Context: an optimization exercise on an open-source flow, tuned for small area. The choices shown serve that exercise and are no tape-out recipe.
Only simulation tests tie the RTL to the original design; equivalence was not proved.
Power is estimated from default activity; no workload was simulated.

==> run Y: inputs <==
==> flow/design.v <==
`timescale 1ns / 1ps
module pap_oai22 (input wire a0, b0, a1, b1, output wire y);
    assign y = ~((a0 | b0) & (a1 | b1));
endmodule
module pap_o21a (input wire a0, a1, b, output wire y);
    assign y = (a0 | a1) & b;
endmodule
module pap_inv (input wire a, output wire y);
    assign y = ~a;
endmodule
module pap_nor2 (input wire a, b, output wire y);
    assign y = ~(a | b);
endmodule
module pap_nand2 (input wire a, b, output wire y);
    assign y = ~(a & b);
endmodule
module pap_nand3 (input wire a, b, c, output wire y);
    assign y = ~(a & b & c);
endmodule
module pap_nand4 (input wire a, b, c, d, output wire y);
    assign y = ~(a & b & c & d);
endmodule
module pap_and2 (input wire a, b, output wire y);
    assign y = a & b;
endmodule
module pap_and4 (input wire a, b, c, d, output wire y);
    assign y = a & b & c & d;
endmodule
module pap_xor2 (input wire a, b, output wire y);
    assign y = a ^ b;
endmodule
module pap_xnor2 (input wire a, b, output wire y);
    assign y = ~(a ^ b);
endmodule
module pap_sel4 (
    input  wire [3:0] s_n,
    input  wire [3:0] d_n,
    output wire       y_n
);
    wire p0, p1;
    pap_oai22 u0 (.a0(s_n[0]), .b0(d_n[0]), .a1(s_n[1]), .b1(d_n[1]), .y(p0));
    pap_oai22 u1 (.a0(s_n[2]), .b0(d_n[2]), .a1(s_n[3]), .b1(d_n[3]), .y(p1));
    pap_nor2  u2 (.a(p0), .b(p1), .y(y_n));
endmodule
module pap_sel16n (
    input  wire [15:0] s_n,
    input  wire [15:0] d_n,
    output wire        y_n
);
    wire [3:0] q;
    genvar i;
    generate
        for (i = 0; i < 4; i = i + 1) begin : g_q
            pap_sel4 u (.s_n(s_n[4*i +: 4]), .d_n(d_n[4*i +: 4]), .y_n(q[i]));
        end
    endgenerate
    pap_and4 u4 (.a(q[0]), .b(q[1]), .c(q[2]), .d(q[3]), .y(y_n));
endmodule
module pap_sel16 (
    input  wire [15:0] s_n,
    input  wire [15:0] d_n,
    output wire        y
);
    wire [3:0] q;
    genvar i;
    generate
        for (i = 0; i < 4; i = i + 1) begin : g_q
            pap_sel4 u (.s_n(s_n[4*i +: 4]), .d_n(d_n[4*i +: 4]), .y_n(q[i]));
        end
    endgenerate
    pap_nand4 u4 (.a(q[0]), .b(q[1]), .c(q[2]), .d(q[3]), .y(y));
endmodule
module pap_dec2 (input wire [1:0] a, input wire [1:0] a_n, output wire [3:0] y);
    pap_nor2 u0 (.a(a[1]),   .b(a[0]),   .y(y[0]));
    pap_nor2 u1 (.a(a[1]),   .b(a_n[0]), .y(y[1]));
    pap_nor2 u2 (.a(a_n[1]), .b(a[0]),   .y(y[2]));
    pap_nor2 u3 (.a(a_n[1]), .b(a_n[0]), .y(y[3]));
endmodule
module pap_dec2n (input wire [1:0] a, output wire [3:0] y_n);
    wire [1:0] a_n;
    pap_inv i0 (.a(a[0]), .y(a_n[0]));
    pap_inv i1 (.a(a[1]), .y(a_n[1]));
    pap_nand2 u0 (.a(a_n[1]), .b(a_n[0]), .y(y_n[0]));
    pap_nand2 u1 (.a(a_n[1]), .b(a[0]),   .y(y_n[1]));
    pap_nand2 u2 (.a(a[1]),   .b(a_n[0]), .y(y_n[2]));
    pap_nand2 u3 (.a(a[1]),   .b(a[0]),   .y(y_n[3]));
endmodule
module pap_dec4n (input wire [3:0] a, output wire [15:0] y_n);
    wire [3:0] a_n, lo, hi;
    pap_inv i0 (.a(a[0]), .y(a_n[0]));
    pap_inv i1 (.a(a[1]), .y(a_n[1]));
    pap_inv i2 (.a(a[2]), .y(a_n[2]));
    pap_inv i3 (.a(a[3]), .y(a_n[3]));
    pap_dec2 u_lo (.a(a[1:0]), .a_n(a_n[1:0]), .y(lo));
    pap_dec2 u_hi (.a(a[3:2]), .a_n(a_n[3:2]), .y(hi));
    genvar i;
    generate
        for (i = 0; i < 16; i = i + 1) begin : g_y
            pap_nand2 u (.a(hi[i/4]), .b(lo[i%4]), .y(y_n[i]));
        end
    endgenerate
endmodule
module pap_wdech #(parameter N = 8) (
    input  wire         rst_n,
    input  wire         bd_n,
    input  wire [N-1:0] sel_n,
    output wire [N-1:0] y_n
);
    genvar i;
    generate
        for (i = 0; i < N; i = i + 1) begin : g_y
            pap_o21a u (.a0(bd_n), .a1(sel_n[i]), .b(rst_n), .y(y_n[i]));
        end
    endgenerate
endmodule
module pap_wdecl #(parameter N = 8) (
    input  wire         rst_n,
    input  wire [N-1:0] sel_n,
    output wire [N-1:0] y_n
);
    genvar i;
    generate
        for (i = 0; i < N; i = i + 1) begin : g_y
            pap_and2 u (.a(rst_n), .b(sel_n[i]), .y(y_n[i]));
        end
    endgenerate
endmodule
module pap_wline (input wire h_n, l_n, output wire wr, hold);
    pap_nor2 u0 (.a(h_n), .b(l_n), .y(wr));
    pap_inv  u1 (.a(wr), .y(hold));
endmodule
module pap_next (
    input  wire       reset,
    input  wire       taken,
    input  wire       p,
    input  wire [5:0] y_row_n,
    input  wire [1:0] ctr,
    output wire [5:0] row_d,
    output wire [1:0] ctr_d
);
    wire [1:0] ctr_upd = taken ? ((ctr == 2'b11) ? 2'b11 : ctr + 2'b01)
                               : ((ctr == 2'b00) ? 2'b00 : ctr - 2'b01);
    assign ctr_d = reset ? 2'b01 : ~(ctr_upd ^ {2{p}});
    assign row_d = reset ? 6'b000000 : {y_row_n[4:0], ~(taken ^ p)};
endmodule
module pap_phase_next (input wire reset, p, output wire y);
    assign y = ~(reset | p);
endmodule
module pap_predictor (
    input  wire       clk,
    input  wire       reset,
    input  wire       branch_detected,
    input  wire       branch_taken,
    input  wire [5:0] pc,
    output wire       prediction,
    output wire [5:0] bht_out,
    output wire [1:0] pht_select
);
    reg       p;
    reg [5:0] bht_x [0:63];
    reg [1:0] pht_x [0:255];
    genvar g, k, b;
    wire rst_n, bd_n;
    pap_inv u_rstn (.a(reset), .y(rst_n));
    pap_inv u_bdn  (.a(branch_detected), .y(bd_n));
    wire [3:0]  bh_n;
    wire [15:0] bl_n;
    pap_dec2n u_bh (.a(pc[5:4]), .y_n(bh_n));
    pap_dec4n u_bl (.a(pc[3:0]), .y_n(bl_n));
    wire [5:0] y_row_n, row;
    generate
        for (b = 0; b < 6; b = b + 1) begin : g_bb
            wire [3:0] gv_n;
            for (g = 0; g < 4; g = g + 1) begin : g_g
                wire [15:0] d_n;
                for (k = 0; k < 16; k = k + 1) begin : g_k
                    assign d_n[k] = bht_x[g*16+k][b];
                end
                pap_sel16n u_in (.s_n(bl_n), .d_n(d_n), .y_n(gv_n[g]));
            end
            pap_sel4 u_out (.s_n(bh_n), .d_n(gv_n), .y_n(y_row_n[b]));
            pap_xnor2 u_x (.a(y_row_n[b]), .b(p), .y(row[b]));
        end
    endgenerate
    wire [7:0] idx = {pc[1:0], row};
    wire [15:0] ph_n, pl_n;
    pap_dec4n u_ph (.a(idx[7:4]), .y_n(ph_n));
    pap_dec4n u_pl (.a(idx[3:0]), .y_n(pl_n));
    wire [1:0] y_ctr, ctr;
    generate
        for (b = 0; b < 2; b = b + 1) begin : g_pb
            wire [15:0] gv_n;
            for (g = 0; g < 16; g = g + 1) begin : g_g
                wire [15:0] d_n;
                for (k = 0; k < 16; k = k + 1) begin : g_k
                    assign d_n[k] = pht_x[g*16+k][b];
                end
                pap_sel16n u_in (.s_n(pl_n), .d_n(d_n), .y_n(gv_n[g]));
            end
            pap_sel16 u_out (.s_n(ph_n), .d_n(gv_n), .y(y_ctr[b]));
            pap_xor2 u_x (.a(y_ctr[b]), .b(p), .y(ctr[b]));
        end
    endgenerate
    assign bht_out    = row;
    assign pht_select = pc[1:0];
    assign prediction = ctr[1];
    wire [5:0] row_d;
    wire [1:0] ctr_d;
    pap_next u_next (.reset(reset), .taken(branch_taken), .p(p), .y_row_n(y_row_n),
                     .ctr(ctr), .row_d(row_d), .ctr_d(ctr_d));
    wire p_d;
    pap_phase_next u_pn (.reset(reset), .p(p), .y(p_d));
    always @(posedge clk) p <= p_d;
    wire [3:0]  bwh_n;
    wire [15:0] bwl_n;
    wire [15:0] pwh_n, pwl_n;
    pap_wdech #(.N(4))  u_bwh (.rst_n(rst_n), .bd_n(bd_n), .sel_n(bh_n), .y_n(bwh_n));
    pap_wdecl #(.N(16)) u_bwl (.rst_n(rst_n), .sel_n(bl_n), .y_n(bwl_n));
    pap_wdech #(.N(16)) u_pwh (.rst_n(rst_n), .bd_n(bd_n), .sel_n(ph_n), .y_n(pwh_n));
    pap_wdecl #(.N(16)) u_pwl (.rst_n(rst_n), .sel_n(pl_n), .y_n(pwl_n));
    generate
        for (g = 0; g < 64; g = g + 1) begin : g_bht
            wire wr, hold;
            pap_wline u_l (.h_n(bwh_n[g/16]), .l_n(bwl_n[g%16]), .wr(wr), .hold(hold));
            for (b = 0; b < 6; b = b + 1) begin : g_b
                wire nx;
                pap_oai22 u_s (.a0(bht_x[g][b]), .b0(wr), .a1(hold), .b1(row_d[b]), .y(nx));
                always @(posedge clk) bht_x[g][b] <= nx;
            end
        end
        for (g = 0; g < 256; g = g + 1) begin : g_pht
            wire wr, hold;
            pap_wline u_l (.h_n(pwh_n[g/16]), .l_n(pwl_n[g%16]), .wr(wr), .hold(hold));
            for (b = 0; b < 2; b = b + 1) begin : g_b
                wire nx;
                pap_oai22 u_s (.a0(pht_x[g][b]), .b0(wr), .a1(hold), .b1(ctr_d[b]), .y(nx));
                always @(posedge clk) pht_x[g][b] <= nx;
            end
        end
    endgenerate
endmodule
==> flow/flow/run.sh <==
#!/bin/bash
# Standard layout, with clock tree synthesis told not to add dummy loads
# and to cluster sinks under clkbuf_4 leaf buffers, and ports buffered
# with buf_1.
set -euo pipefail
export CTS_ARGS="-sink_clustering_enable -repair_clock_nets -dont_use_dummy_load -buf_list sky130_fd_sc_hd__clkbuf_4 -sink_clustering_size 11 -sink_clustering_max_diameter 35"
export BUFFER_PORTS_ARGS="-buffer_cell sky130_fd_sc_hd__buf_1"
bash standard.sh > standard_flow.log 2>&1
==> flow/standard.sh <==
#!/bin/bash
# synth_recipe.tcl (not shown) runs the flow's synth.tcl, then flattens the netlist and writes it again
# the make line also repeats each setting of config.mk as NAME=value (left out here)
make -C /OpenROAD-flow-scripts/flow DESIGN_CONFIG=/design/flow/config.mk WORK_HOME=/design/flow/orfs CLKGATE_MAP_FILE= SYNTH_SCRIPT=/design/flow/synth_recipe.tcl "${@:-finish}"
==> flow/config.mk <==
export PLATFORM = sky130hd
export DESIGN_NAME = pap_predictor
export DESIGN_NICKNAME = pap_predictor
export VERILOG_FILES = /design/flow/design.v
export SDC_FILE = /design/flow/constraint.sdc
export NUM_CORES = 4
export LEC_CHECK = 0
export CAP_MARGIN = 0
export CORE_MARGIN = 2
export CORE_UTILIZATION = 70
export PLACE_DENSITY = 0.85
export SLEW_MARGIN = 0
export SYNTH_HIERARCHICAL = 1
==> flow/constraint.sdc <==
create_clock -name core_clock -period 12.0 [get_ports {clk}]
set_input_delay 2.4000 -clock core_clock [delete_from_list [all_inputs] [get_ports {clk}]]
set_output_delay 2.4000 -clock core_clock [all_outputs]
set_load 0.01 [all_outputs]
==> inputs of run H, as changes to run Y <==
==> flow/flow/run.sh (replaced) <==
#!/bin/bash
# Standard layout, with clock tree synthesis told not to add dummy loads
# and to cluster sinks under clkbuf_8 leaf buffers.
set -euo pipefail
export CTS_ARGS="-sink_clustering_enable -repair_clock_nets -dont_use_dummy_load -buf_list sky130_fd_sc_hd__clkbuf_8 -sink_clustering_size 20 -sink_clustering_max_diameter 50"
bash standard.sh > standard_flow.log 2>&1
--- a/flow/config.mk
+++ b/flow/config.mk
@@ -6,8 +6,7 @@
 export NUM_CORES = 4
 export LEC_CHECK = 0
-export CAP_MARGIN = 0
+export CAP_MARGIN = 20
 export CORE_MARGIN = 2
-export CORE_UTILIZATION = 70
-export PLACE_DENSITY = 0.85
-export SLEW_MARGIN = 0
+export CORE_UTILIZATION = 40
+export SLEW_MARGIN = 20
 export SYNTH_HIERARCHICAL = 1
==> results.rst <==
.. list-table::
   :header-rows: 1

   * - Metric
     - Value
   * - Vias in the first global route
     - between 20000 and 30000
   * - Total placed instance area
     - 0.0333 mm2
   * - Syn-to-layout area delta
     - 10.4%
   * - Via count
     - 27500
   * - Metal-1 WL
     - roughly 45000 um
   * - Power dissipated in combinational cells
     - 2250 uW
   * - Net total in the final layout
     - ~3500
   * - Status
     - timing/DRC/antenna clean
   * - GR Layer Usage met1
     - 32.9%
   * - Clock distribution area overhead in the final layout
     - 3.43%
   * - Hold WS
     - ~0.44 ns
# the run above: run H

==> results.rst <==
.. list-table::
   :header-rows: 1

   * - Metric
     - Value
   * - GR Layer Usage met1
     - 51.7%
   * - Syn-to-layout area delta
     - 6.58%
   * - Vias in the first global route
     - approximately 29000
   * - Largest cell class by area
     - registers
   * - Hold WS
     - 0.445 ns
   * - Clock distribution area overhead in the final layout
     - around 2.6%
   * - Net total in the final layout
     - 3557
   * - Status
     - timing/DRC/antenna clean
   * - Power dissipated in combinational cells
     - 2240 uW
   * - Total placed instance area
     - around 0.032 mm2
   * - Metal-1 WL
     - about 37000 um
# the run above: run Y

[re-timing with driven ports]
In the flow no input, the clock included, has a driving cell. The finished layouts below were timed again as built, in two steps.
Step 1 sets driving cells, clkbuf_16 on the clock port and buf_2 on the other inputs (assumed; they add their load-dependent delay and slew).
Step 2 adds t to the input delays and takes it off the output delays; t is the mean of the earliest and latest rising clock arrival at the registers after step 1. Input paths then give back, and output paths get back, about the clock's delay inside the block.
a / b / c = no drivers / after step 1 / after step 2; a / b = the first two.
run	t (ns)	setup WS [ns]	worst setup path at the end
run Y	0.954	1.459 / 1.438 / 1.438	input to output
run H	0.738	0.956 / 0.935 / 0.935	input to output
After both steps setup and hold are still met in every run listed.
